Background: an optimization exercise with open tools, aiming at small area, a short achievable clock period and few clock cycles. Do not read the settings as production practice. Function was checked by simulation only, so behaviour that the tests miss may differ from the original. No activity file was given, so power comes from the tool's default toggle rates.

File: flow/run.sh
#!/bin/bash
# synth_recipe.tcl (not shown) runs the flow's synth.tcl, then flattens the netlist and writes it again
# the make line also repeats each setting of config.mk as NAME=value (left out here)
make -C /OpenROAD-flow-scripts/flow DESIGN_CONFIG=/design/flow/config.mk WORK_HOME=/design/flow/orfs CLKGATE_MAP_FILE= SYNTH_SCRIPT=/design/flow/synth_recipe.tcl finish
File: flow/config.mk
export PLATFORM = sky130hd
export DESIGN_NAME = ddr_rw
export DESIGN_NICKNAME = ddr_rw
export VERILOG_FILES = /design/flow/design.v
export SDC_FILE = /design/flow/constraint.sdc
export NUM_CORES = 4
export LEC_CHECK = 0
export CAP_MARGIN = 20
export CORE_MARGIN = 2
export CORE_UTILIZATION = 40
export PLACE_DENSITY = 0.6
export SLEW_MARGIN = 20
File: flow/constraint.sdc
create_clock -name core_clock -period 8.0 [get_ports {c3_clk0}]
set_input_delay 1.6000 -clock core_clock [delete_from_list [all_inputs] [get_ports {c3_clk0}]]
set_output_delay 1.6000 -clock core_clock [all_outputs]
set_load 0.01 [all_outputs]
File: flow/design.v
`timescale 1ns / 1ps
module ddr_rw
(
   input               c3_clk0,
   input               c3_rst0,                
   input               pic_store_done,         
   output reg          lbp_finish,             
   output reg          c3_p0_cmd_en,
   output reg [2:0]    c3_p0_cmd_instr,
   output reg [5:0]    c3_p0_cmd_bl,
   output reg [29:0]   c3_p0_cmd_byte_addr,
   input               c3_p0_cmd_full,
   output reg          c3_p0_wr_en,
   output reg [15:0]   c3_p0_wr_mask,
   output reg [127:0]  c3_p0_wr_data,
   input               c3_p0_wr_full,
   output              c3_p0_rd_en,
   input  [127:0]      c3_p0_rd_data,
   input               c3_p0_rd_empty
);
reg [5:0] ddr_write_state;
parameter write_idle=6'b000000;
parameter write_exd_idle=6'b100000;
parameter write_exd_fifo=6'b100001;
parameter write_exd_done=6'b100010;
parameter write_exdcmd=6'b100100;
parameter read_exd_idle=6'b100110;
parameter read_exdcmd_start=6'b100111;
parameter read_exdcmd=6'b101000;
parameter read_exd_done=6'b101010;
parameter read_exd_stay=6'b101100;
reg            c3_p0_lbprd_en;
assign c3_p0_rd_en = c3_p0_lbprd_en;
wire pic_store_done_w = pic_store_done;
parameter exd_n = 15;    
parameter exd_m = 126;   
reg [31:0] exd_i;
reg [31:0] exd_j;
reg exd_rd_on;
reg exd_rd_off;
reg exd_wr_on;
reg exd_wr_off;
reg exd_rd_flag;
reg exd_rd_flag1;
reg exd_wr_flag;
reg exd_wr_flag1;
reg [29:0] exd_ddr_addr [3:0];
reg [127:0] exd_ddr_data [3:0];
reg [4:0] exd_code_data [17:0];
reg [5:0] exd_code_datwo [17:0];
reg [4:0] exd_code_dathree [17:0];
reg [15:0] exd_code_cnt;
reg [7:0] exd_cnt;
reg exd_cal_sign;
reg [3:0] exd_wr_cnt;
reg exd_rd_state;
reg exd_wr_state;
reg exd_wr_data_on;
reg exd_wr_data_off;
reg [4:0] i_B;
reg [5:0] i_G;
reg [4:0] i_R;
reg [4:0] j_B;
reg [5:0] j_G;
reg [4:0] j_R;
reg [4:0] u_B;
reg [5:0] u_G;
reg [4:0] u_R;
reg [31:0] exd_addr;
reg [15:0] exdt_code_cnt;
reg [127:0] exd_line [3:0];
reg [127:0] exd_line_one;
reg [127:0] exd_line_two;
reg [127:0] exd_line_three;
reg [127:0] exd_line_four;
reg [127:0] exdt_ddr_addr [3:0];
reg [7:0] delay_cnt;
always @(posedge c3_clk0)
begin
  if(c3_rst0) begin
     c3_p0_wr_en<=1'b0;
     c3_p0_wr_mask<=16'd0;
     c3_p0_wr_data<=128'd0;
     c3_p0_cmd_en<=1'b0;
     c3_p0_cmd_instr<=3'd0;
     c3_p0_cmd_bl<=6'd0;
     c3_p0_cmd_byte_addr<=30'd0;
     ddr_write_state<=write_idle;
     exd_ddr_data[0] <= 128'd0;
     exd_ddr_data[1] <= 128'd0;
     exd_ddr_data[2] <= 128'd0;
     exd_ddr_data[3] <= 128'd0;
     exd_rd_off <= 1'b0;
     exd_cnt <= 8'd0;
     exd_wr_cnt <= 4'd0;
     exd_wr_off <= 1'b0;
     c3_p0_lbprd_en <= 0;
     delay_cnt <= 8'd0;
  end
  else begin
  case(ddr_write_state)
    write_idle:begin
            c3_p0_wr_en<=1'b0;
            c3_p0_wr_mask<=16'd0;
            if(pic_store_done_w)
            begin
               if(lbp_finish == 1'b0)
               begin
                  if(exd_wr_on == 1'b1)
                  begin
                     delay_cnt <= 0;
                     exd_wr_off <= 1'b0;
                     ddr_write_state<=write_exd_idle;
                  end
                  else if(exd_rd_on == 1'b1)
                  begin
                     delay_cnt <= 0;
                     exd_rd_off <= 1'b0;
                     ddr_write_state<=read_exd_idle;
                  end
               end
            end
    end
    read_exd_idle:begin
            c3_p0_cmd_en<=1'b0;
            c3_p0_cmd_instr<=3'd0;
            c3_p0_cmd_bl<=6'd0;
            c3_p0_lbprd_en <= 0;
            if(exd_cnt <= 3)
            begin
               ddr_write_state<=read_exdcmd_start;
               delay_cnt <= 0;
            end
            else if(exd_cnt > 3)
            begin
               exd_rd_off <= 1'b1;
               exd_cnt <= 0;
               ddr_write_state<=write_idle;
               delay_cnt <= 0;
            end
    end
    read_exdcmd_start:begin
            c3_p0_cmd_byte_addr <= 30'd16 + exd_ddr_addr[exd_cnt];
            c3_p0_cmd_en<=1'b0;
            c3_p0_cmd_instr<=3'b001;               
            c3_p0_cmd_bl<=6'd0;                    
            ddr_write_state<=read_exdcmd;
    end
    read_exdcmd:begin
            if (!c3_p0_cmd_full)
            begin
               exd_cnt <= exd_cnt + 1;
               c3_p0_cmd_en<=1'b1;
               ddr_write_state<=read_exd_done;
            end
    end
    read_exd_done:begin
            c3_p0_cmd_en<=1'b0;
            if (!c3_p0_rd_empty)
            begin
               c3_p0_lbprd_en <= 1;
               ddr_write_state<=read_exd_stay;
            end
    end
    read_exd_stay:begin
            c3_p0_lbprd_en <= 0;
            c3_p0_cmd_en<=1'b0;
            exd_ddr_data[exd_cnt-1] <= c3_p0_rd_data;
            ddr_write_state<=read_exd_idle;
    end
    write_exd_idle:begin
            c3_p0_wr_en<=1'b0;
            c3_p0_wr_mask<=16'd0;
            c3_p0_cmd_en <= 0;
            c3_p0_cmd_instr <= 0;
            c3_p0_cmd_bl <= 0;
            c3_p0_cmd_byte_addr <=0;
            if(delay_cnt <= 2)
            begin
               delay_cnt <= delay_cnt + 1;
            end
            else begin
               if(exd_wr_cnt < 4)
               begin
                  delay_cnt <= 0;
                  ddr_write_state <= write_exd_fifo;
               end
               else begin
                  delay_cnt <= 0;
                  exd_wr_off <= 1'b1;
                  exd_wr_cnt <= 0;
                  ddr_write_state<=write_idle;
               end
            end
    end
    write_exd_fifo:begin
            if(!c3_p0_wr_full) begin
               c3_p0_wr_en<=1'b1;
               c3_p0_wr_data <= exd_line[exd_wr_cnt];
               c3_p0_cmd_instr<=3'b010;                   
               c3_p0_cmd_bl<=6'd0;                        
               c3_p0_cmd_byte_addr<= exdt_ddr_addr[exd_wr_cnt];
               ddr_write_state <= write_exdcmd;
            end
    end
    write_exdcmd:begin
            c3_p0_wr_en<=1'b0;
            if (!c3_p0_cmd_full)
            begin
               c3_p0_cmd_en<=1'b1;
               ddr_write_state<=write_exd_done;
            end
    end
    write_exd_done:begin
            c3_p0_cmd_en<=1'b0;
            ddr_write_state<=write_exd_idle;
            exd_wr_cnt <= exd_wr_cnt + 1;
    end
    default:begin
            c3_p0_wr_en<=1'b0;
            c3_p0_cmd_en<=1'b0;
            c3_p0_cmd_instr<=3'd0;
            c3_p0_cmd_bl<=6'd0;
            ddr_write_state<=write_idle;
    end
  endcase
  end
end
always @(posedge c3_clk0)
begin
	if(c3_rst0)
	begin
		exd_i <= 32'd0;
		exd_j <= 32'd0;
		i_B <= 5'd0;
		i_G <= 6'd0;
		i_R <= 5'd0;
		j_B <= 5'd0;
		j_G <= 6'd0;
		j_R <= 5'd0;
		u_B <= 5'd0;
		u_G <= 6'd0;
		u_R <= 5'd0;
		exd_addr <= 266512;
		exdt_code_cnt <= 9;
		exd_line[0] <= 0;
		exd_line[1] <= 0;
		exd_line[2] <= 0;
		exd_line[3] <= 0;
		exd_line_one <= 0;
		exd_line_two <= 0;
		exd_line_three <= 0;
		exd_line_four <= 0;
		exd_rd_on <= 1'b0;
		exd_rd_flag <= 1'b0;
		exd_rd_flag1 <= 1'b0;
		exd_wr_flag <= 1'b1;
		exd_wr_flag1 <= 1'b0;
		exd_ddr_addr[0] <= 30'd0;
		exd_ddr_addr[1] <= 30'd0;
		exd_ddr_addr[2] <= 30'd0;
		exd_ddr_addr[3] <= 30'd0;
		exd_code_cnt <= 16'd0;
		exd_wr_data_on <= 1'b0;
		exd_wr_data_off <= 1'b0;
		exd_cal_sign <= 1'b0;
		exd_wr_on <= 1'b0;
		lbp_finish <= 1'b0;
		exd_rd_state <= 1'b0;
		exd_wr_state <= 1'b0;
	end
	else begin
	   if(pic_store_done_w)
		begin
		   if(exd_i <= exd_m && exd_wr_flag == 1'b1 && exd_j < exd_n)
			begin
				exd_ddr_addr[2] <= (exd_i<<11) + (exd_j<<4);
				exd_ddr_addr[3] <= (exd_i<<11) + ((exd_j+1)<<4);
				exd_ddr_addr[0] <= ((exd_i+1)<<11) + (exd_j<<4);
				exd_ddr_addr[1] <= ((exd_i+1)<<11) + ((exd_j+1)<<4);
				exd_rd_on <= 1'b1;
				exd_rd_state <= 1'b1;
				exd_wr_flag <= 1'b0;
			end
			else if(exd_i <= exd_m && exd_wr_flag == 1'b1 && exd_j == exd_n)
			begin
			   exd_ddr_addr[2] <= (exd_i<<11) + (exd_j<<4);
				exd_ddr_addr[3] <= (exd_i<<11) + ((exd_j)<<4);
				exd_ddr_addr[0] <= ((exd_i+1)<<11) + (exd_j<<4);
				exd_ddr_addr[1] <= ((exd_i+1)<<11) + ((exd_j)<<4);
				exd_rd_on <= 1'b1;
				exd_rd_state <= 1'b1;
				exd_wr_flag <= 1'b0;
			end
			else if(exd_i > exd_m && exd_wr_flag == 1'b1 && exd_j <= exd_n)
			begin
				exd_j <= exd_j + 1;
				exd_i <= 32'd0;
				exd_wr_flag <= 1'b1;
				exd_addr <= 266512 + ((exd_j+1)<<5);
				exd_code_cnt <= 16'd0;
				exdt_code_cnt <= 9;
				exd_line[0] <= 0;
				exd_line[1] <= 0;
				exd_line[2] <= 0;
				exd_line[3] <= 0;
				exd_line_one <= 0;
				exd_line_two <= 0;
				exd_line_three <= 0;
				exd_line_four <= 0;
				exdt_ddr_addr[0] <= 0;
				exdt_ddr_addr[1] <= 0;
				exdt_ddr_addr[2] <= 0;
				exdt_ddr_addr[3] <= 0;
				i_B <= 5'd0;
		      i_G <= 6'd0;
		      i_R <= 5'd0;
		      j_B <= 5'd0;
		      j_G <= 6'd0;
		      j_R <= 5'd0;
				u_B <= 5'd0;
				u_G <= 6'd0;
				u_R <= 5'd0;
            exd_ddr_addr[0] <= 30'd0;
		      exd_ddr_addr[1] <= 30'd0;
		      exd_ddr_addr[2] <= 30'd0;
		      exd_ddr_addr[3] <= 30'd0;
			end
			else if(exd_j > exd_n)
			begin
			   lbp_finish <= 1'b1;
			end
			if(exd_cnt == 1)
			begin
			   exd_rd_on <= 1'b0;
			end
			if(exd_wr_cnt == 2)
			begin
			   exd_wr_on <= 1'b0;
			end
         exd_rd_flag1 <= exd_rd_off;
			if(!exd_rd_flag1 && exd_rd_off)
			begin
				exd_rd_flag <= 1'b1;
				exd_rd_state <= 1'b0;
				exd_code_data[0] <= (exd_ddr_data[0]>>112); 
				exd_code_data[1] <= (exd_ddr_data[0]>>96);
				exd_code_data[2] <= (exd_ddr_data[0]>>80);
				exd_code_data[3] <= (exd_ddr_data[0]>>64);
				exd_code_data[4] <= (exd_ddr_data[0]>>48);
				exd_code_data[5] <= (exd_ddr_data[0]>>32);
				exd_code_data[6] <= (exd_ddr_data[0]>>16);
				exd_code_data[7] <= exd_ddr_data[0];
				exd_code_data[8] <= (exd_ddr_data[1]>>112);
				exd_code_data[9] <= (exd_ddr_data[2]>>112);
				exd_code_data[10] <= (exd_ddr_data[2]>>96);
				exd_code_data[11] <= (exd_ddr_data[2]>>80);
				exd_code_data[12] <= (exd_ddr_data[2]>>64);
				exd_code_data[13] <= (exd_ddr_data[2]>>48);
				exd_code_data[14] <= (exd_ddr_data[2]>>32);
				exd_code_data[15] <= (exd_ddr_data[2]>>16);
				exd_code_data[16] <= exd_ddr_data[2];
				exd_code_data[17] <= (exd_ddr_data[3]>>112);
				exd_code_datwo[0] <= (exd_ddr_data[0]>>117); 
				exd_code_datwo[1] <= (exd_ddr_data[0]>>101);
				exd_code_datwo[2] <= (exd_ddr_data[0]>>85);
				exd_code_datwo[3] <= (exd_ddr_data[0]>>69);
				exd_code_datwo[4] <= (exd_ddr_data[0]>>53);
				exd_code_datwo[5] <= (exd_ddr_data[0]>>37);
				exd_code_datwo[6] <= (exd_ddr_data[0]>>21);
				exd_code_datwo[7] <= (exd_ddr_data[0]>>5);
				exd_code_datwo[8] <= (exd_ddr_data[1]>>117);
				exd_code_datwo[9] <= (exd_ddr_data[2]>>117);
				exd_code_datwo[10] <= (exd_ddr_data[2]>>101);
				exd_code_datwo[11] <= (exd_ddr_data[2]>>85);
				exd_code_datwo[12] <= (exd_ddr_data[2]>>69);
				exd_code_datwo[13] <= (exd_ddr_data[2]>>53);
				exd_code_datwo[14] <= (exd_ddr_data[2]>>37);
				exd_code_datwo[15] <= (exd_ddr_data[2]>>21);
				exd_code_datwo[16] <= (exd_ddr_data[2]>>5);
				exd_code_datwo[17] <= (exd_ddr_data[3]>>117);
				exd_code_dathree[0] <= (exd_ddr_data[0]>>123); 
				exd_code_dathree[1] <= (exd_ddr_data[0]>>107);
				exd_code_dathree[2] <= (exd_ddr_data[0]>>91);
				exd_code_dathree[3] <= (exd_ddr_data[0]>>75);
				exd_code_dathree[4] <= (exd_ddr_data[0]>>59);
				exd_code_dathree[5] <= (exd_ddr_data[0]>>43);
				exd_code_dathree[6] <= (exd_ddr_data[0]>>27);
				exd_code_dathree[7] <= (exd_ddr_data[0]>>11);
				exd_code_dathree[8] <= (exd_ddr_data[1]>>123);
				exd_code_dathree[9] <= (exd_ddr_data[2]>>123);
				exd_code_dathree[10] <= (exd_ddr_data[2]>>107);
				exd_code_dathree[11] <= (exd_ddr_data[2]>>91);
				exd_code_dathree[12] <= (exd_ddr_data[2]>>75);
				exd_code_dathree[13] <= (exd_ddr_data[2]>>59);
				exd_code_dathree[14] <= (exd_ddr_data[2]>>43);
				exd_code_dathree[15] <= (exd_ddr_data[2]>>27);
				exd_code_dathree[16] <= (exd_ddr_data[2]>>11);
				exd_code_dathree[17] <= (exd_ddr_data[3]>>123);
			end
			if(exd_rd_flag == 1'b1)
			begin
			   if(exd_code_cnt <= 7)
			   begin
					i_B <= (exd_code_data[exd_code_cnt]>>1) + (exd_code_data[exdt_code_cnt]>>1);
					i_G <= (exd_code_datwo[exd_code_cnt]>>1) + (exd_code_datwo[exdt_code_cnt]>>1);
					i_R <= (exd_code_dathree[exd_code_cnt]>>1) + (exd_code_dathree[exdt_code_cnt]>>1);
					j_B <= (exd_code_data[exd_code_cnt]>>2) + (exd_code_data[exd_code_cnt+1]>>2) + (exd_code_data[exdt_code_cnt]>>2) + (exd_code_data[exdt_code_cnt+1]>>2);
					j_G <= (exd_code_datwo[exd_code_cnt]>>2) + (exd_code_datwo[exd_code_cnt+1]>>2) + (exd_code_datwo[exdt_code_cnt]>>2) + (exd_code_datwo[exdt_code_cnt+1]>>2);
					j_R <= (exd_code_dathree[exd_code_cnt]>>2) + (exd_code_dathree[exd_code_cnt+1]>>2) + (exd_code_dathree[exdt_code_cnt]>>2) + (exd_code_dathree[exdt_code_cnt+1]>>2);
					u_B <= (exd_code_data[exdt_code_cnt]>>1) + (exd_code_data[exdt_code_cnt+1]>>1);
               u_G <= (exd_code_datwo[exdt_code_cnt]>>1) + (exd_code_datwo[exdt_code_cnt+1]>>1);
					u_R <= (exd_code_dathree[exdt_code_cnt]>>1) + (exd_code_dathree[exdt_code_cnt+1]>>1);
					exd_rd_flag <= 1'b0;
					exd_cal_sign <= 1'b1;
				end
				else begin
				   exd_code_cnt <= 0;
					exdt_code_cnt <= 9;
				   exd_wr_on <= 1'b1;
					exd_wr_state <= 1'b1;
					exd_line[0] <= exd_line_one;
					exd_line[1] <= exd_line_two;
					exd_line[2] <= exd_line_three;
					exd_line[3] <= exd_line_four;
					exdt_ddr_addr[0] <= exd_addr;
				   exdt_ddr_addr[1] <= exd_addr + 16;
				   exdt_ddr_addr[2] <= exd_addr + 2048;
				   exdt_ddr_addr[3] <= exd_addr + 2064;
					exd_addr <= exd_addr + 4096;
				   exd_rd_flag <= 1'b0;
				   exd_cal_sign <= 1'b0;
				end
			end
			if(exd_cal_sign == 1'b1)
		   begin
			    if(exd_code_cnt <= 3)
			    begin
			    exd_line_one <= {exd_line_one[95:0],exd_code_dathree[exdt_code_cnt],exd_code_datwo[exdt_code_cnt],exd_code_data[exdt_code_cnt],u_R,u_G,u_B}; 
				 exd_line_three <= {exd_line_three[95:0],i_R,i_G,i_B,j_R,j_G,j_B}; 
				 end
				 else begin
				 exd_line_two <= {exd_line_two[95:0],exd_code_dathree[exdt_code_cnt],exd_code_datwo[exdt_code_cnt],exd_code_data[exdt_code_cnt],u_R,u_G,u_B}; 
				 exd_line_four <= {exd_line_four[95:0],i_R,i_G,i_B,j_R,j_G,j_B}; 
				 end
				 exd_cal_sign <= 1'b0;
				 exd_wr_data_on <= 1'b1;
				 exd_code_cnt <= exd_code_cnt + 1;
             exdt_code_cnt <= exdt_code_cnt + 1;
		   end
			if(exd_wr_data_on == 1'b1)
			begin
				exd_wr_data_on <= 1'b0;
				exd_wr_data_off <= 1'b1;
			end
			if(exd_wr_data_off == 1'b1)
			begin
				exd_wr_data_off <= 1'b0;
				exd_rd_flag <= 1'b1;
			end
			exd_wr_flag1 <= exd_wr_off;
			if(!exd_wr_flag1 && exd_wr_off)
			begin
			   exd_wr_flag <= 1'b1;
				exd_wr_state <= 1'b0;
				exd_i <= exd_i + 1;
			end
		end
	end
end
endmodule
==> results by group <==
Run status
  • Outcome: no timing/DRC/antenna violations

STA
  • Slew headroom: 0.192
  • Min Tclk post-route: 5.84 ns
  • Fin crit share: 0.731
  • RSZ-0062 raised after global routing: false
  • Final setup vio count: 0
  • Clk_skew: 0.124 ns
  • Final Hold Viols: 0
  • Final Max Tran Viols: 0
  • Peak Freq: 0.171 GHz
  • Least-Margin Pin Slew: 1.21 ns

Floorplanning
  • Placeable Area: 227000 um^2
  • Die W: 483 um
  • Initial core utilization: 0.403
  • Die height: 483 um
  • Die area: 233000 um^2
  • Placement Rows: 175
  • Boundary Pins: 321

Power
  • Combinational cell fraction of total power: 0.053
  • Flop pwr share: 0.497
  • LEAKAGE: 36.3 nW
  • Internal power: 17.9 mW
  • P_sw: 5.46 mW
  • Maximum VDD drop: 0.000214 V
  • PwrDens: 223 nW/um^2
  • Clock power share: 0.450
  • Switching share of power: 0.234

Synthesis
  • Synthesis Warnings: 7
  • Post-synthesis compound-gate area fraction: 0.213
  • Simple-gate share of the synthesized area: 0.145
  • Mux contribution to synthesized area: 0.00642
  • Post-synth EDFFs: 696
  • Synth cell types: 93
  • Netlist Area Pre-Place: 91600 um^2
  • Adder-Cell Fraction of Synth Area: 0.0258
  • #FFs+latches synth: 2173
  • Sequential share of the synthesized area: 0.551
  • Ys flop type: dfxtp_1
  • Ranking of synthesized cells by area: dfxtp_1 (32%), edfxtp_1 (23%), a22oi_1 (9.9%)
  • XOR/XNOR share of the synthesized area: 0.0211
  • Area leader, netlist: dfxtp_1
  • Post-synth ARST share: 0
  • Share of the synthesized area in the top cell type: 0.323
  • Largest family of logic cells by synthesized area: compound AO/OA/AOI/OAI gates
  • Mapped Cells: 9164
  • Average size of a mapped cell: 10.0 um^2

Cells and area
  • Most common cell after layout, fill and taps aside: nor2_1
  • Register area: 50500 um^2
  • Most frequent cells in the layout: nor2_1 (1710), dfxtp_1 (1477), a22oi_1 (1203), edfxtp_1 (696), a21oi_1 (502)
  • Synthesis-to-layout area growth: 14.3%
  • Fill count: 21100
  • Design area: 105000 um^2
  • Final #Nets: 9384
  • Share of layout cells above drive strength 1: 0.0650
  • Multi-input logic area: 38300 um^2
  • Final Core Density: 0.460

Critical path
  • Crit. End Element: flop
  • Worst reg2reg setup slack: 2.16 ns
  • CP Launch Point: exd_code_cnt[3]$_SDFFE_PP0P_
  • WS Path Type: flop to flop
  • Crit start category: flop
  • Worst-path maximum fanout: 19
  • Worst R2R End: j_B[3]$_SDFFE_PP0P_
  • CP arrival: 6.62 ns
  • Worst EP required: 8.77 ns
  • Critical path endpoint: j_B[3]$_SDFFE_PP0P_
  • Launch point of the worst reg-to-reg path: exd_code_cnt[3]$_SDFFE_PP0P_
  • Worst R2R Path Depth: 20

Global route
  • Global Route Usage Sum: 0.284
  • Congestion Overflow GR: 0
  • First-pass GRT wire length: 498000 um
  • Vias in the first global route: 70600
  • Initial antenna violation count: 18
  • Largest net degree at the start of global routing: 204

Clocking
  • Setup Buffers After CTS: 0
  • Hold-fix buffers, CTS: 0
  • Sink Count: 2173
  • Htree depth: 4
  • Clock buffer depth: 3
  • CTS resizes: 0
  • Root buf cell: clkbuf_16
  • CTS Buf Count: 220
  • Reg clk slew, reported paths: 0.06 ns
  • Clk latency of the worst-skew pair: 0.92 ns
  • CTS tree: built

Place
  • GP Congestion: 0.984
  • HPWL Detailed: 223000 um
  • DP Area: 97200 um^2
  • I/O Buffers: 297

Drt
  • 1st-iter DRT viols: 9959
  • DRT Pass-1 Iters: 10
  • WL per Instance: 27.7 um
  • Final ANT Viol Nets: 0
  • Final wirelength: 340000 um
  • DR vias: 75400
  • Drc violations: 0
  • Vias/cell: 6.14

Min path
  • Hold WC Path Type: flop to flop

Run
  • Max Cap Violations: 0
## final cells by class
| type | count | share of cell area |
|---|---|---|
| inverter | 86 | 0.00308 |
| multi-input combinational | 6147 | 0.366 |
| antenna | 9 | 0.000215 |
| tap | 3009 | 0.0360 |
| timing repair buffer | 451 | 0.0418 |
| clock inverter | 99 | 0.0122 |
| sequential | 2173 | 0.482 |
| clock buffer | 304 | 0.0590 |
## worst min path at each step
stage,cells after the start,start,to,slack (ns)
2_1_floorplan,0,exd_ddr_data[0][112]$_SDFFCE_PN0P_,exd_code_data[0][0]$_DFFE_PP_,0.40
3_3_place_gp,0,exd_ddr_data[3][122]$_DFFE_PP_,exd_code_datwo[17][5]$_DFFE_PP_,0.40
3_5_place_dp,0,exd_ddr_data[2][33]$_SDFFCE_PN0P_,exd_code_data[14][1]$_DFFE_PP_,0.40
4_1_cts,0,exd_ddr_data[2][87]$_SDFFCE_PN0P_,exd_code_datwo[11][2]$_DFFE_PP_,0.37
5_1_grt,0,exd_ddr_data[2][87]$_SDFFCE_PN0P_,exd_code_datwo[11][2]$_DFFE_PP_,0.38
6_report,0,exd_ddr_data[2][87]$_SDFFCE_PN0P_,exd_code_datwo[11][2]$_DFFE_PP_,0.36
## cells by family (layout without fill, tap and decap cells)
| group | Yosys count | count (layout) |
|---|---|---|
| other cells | 1 | 32 |
| compound gates | 2697 | 2697 |
| fa+ha+maj | 171 | 171 |
| mux | 56 | 56 |
| flops | 2173 | 2173 |
| simple gates | 2979 | 2979 |
| xor+xnor | 221 | 221 |
| buf+inv | 866 | 940 |
## power by group through the flow
stage / sequential (mW) / combinational [mW] / clock, mW
2_1_floorplan: 11.8 / 0.694 / 0
3_3_place_gp: 11.8 / 1.21 / 0
3_5_place_dp: 11.8 / 1.23 / 0
4_1_cts: 11.6 / 1.23 / 10.7
5_1_grt: 11.6 / 1.33 / 11.1
6_report: 11.6 / 1.24 / 10.5
## synthesized netlist by cell type, drive strengths merged, types with 15 or more instances
master	n
a22oi	1203
a222oi	218
and2	319
o22a	15
clkbuf	624
ha	141
a22o	209
nand2	372
mux2	22
nand2b	30
a31oi	19
a221oi	104
or3	24
nor2	1736
a21o	50
o21ai	213
nor3	100
nand4	86
edfxtp	696
nor4	32
buf	156
nand3	126
a211oi	30
fa	30
xnor2	134
mux2i	34
a21oi	510
and3	59
xor2	87
nor2b	36
inv	86
o21a	17
dfxtp	1477
## state kept, by name, summed over array words and instances, names as in the netlist, 30 cells and up
name / flops
exd_addr: 30
exd_code_dathree: 90
exd_line: 512
exdt_ddr_addr: 120
exd_ddr_data: 288
exd_i: 32
exd_line_four: 128
exd_line_three: 128
exd_code_datwo: 108
exd_line_one: 128
exd_j: 32
c3_p0_wr_data: 128
c3_p0_cmd_byte_addr: 30
exd_code_data: 90
exd_ddr_addr: 90
exd_line_two: 128
## stage by stage
step	std cells	hold slack (ns)	setup TNS, ns	setup slack, ns	power [mW]
after floorplan	9186	0.400	-141.05	-0.418	12.5
after global placement	11900	0.400	0	2.29	13.0
after detailed placement	11900	0.405	0	2.07	13.1
after CTS	12300	0.369	0	2.10	23.5
after global routing	12300	0.382	0	1.70	24.1
final	12300	0.365	0	2.16	23.4
## per-layer routing
layer / GRT usage / wire length [um] / vias to the layer above
met4: 0.110 / 13800 / 18
met2: 0.421 / 148000 / 3637
met5: 0 / 110 / -
li1: - / - / 33600
met3: 0.0576 / 30700 / 579
met1: 0.406 / 148000 / 37500
## worst max-delay path: stages (launching register included)
cell and delay (ns):
dfxtp_1 0.78, nand2_1 0.31, nor2_1 0.29, ha_1 0.26
nand2_1 0.14, nor2_1 0.84, or4_1 0.26, nor3_2 0.04
buf_4 0.20, nor4_1 0.36, a21oi_1 0.12, fa_1 0.54
inv_1 0.05, fa_1 0.44, inv_1 0.08, ha_1 0.17
inv_1 0.07, fa_1 0.44, xnor2_1 0.14, a22oi_1 0.15
nor2_1 0.05
Testbench counts, summed over its fixed seeds: cycles 2,111,502.

==> afterwards: timing with drivers on the ports <==
How much do the figures lean on ideal ports? The routed layout below was timed once more, with nothing changed but the port constraints. Step 1 sets driving cells, clkbuf_16 on the clock port and buf_2 on the other inputs (assumed; they add their load-dependent delay and slew). Step 2 also shifts input and output timing later by t, the mid clock arrival at the registers, as if the neighbouring blocks saw the same clock. Slacks: ideal ports / drivers / drivers and shift; pairs: ideal ports / drivers.
t (ns): 0.960
slack for setup (ns): 2.155 / 2.155 / 2.155
worst hold slack (ns): 0.365 / 0.365 / 0.365
After both steps this run still meets setup and hold. The setup slack of this run moves by 0.000 ns with the drivers and by 0.000 ns with both steps.
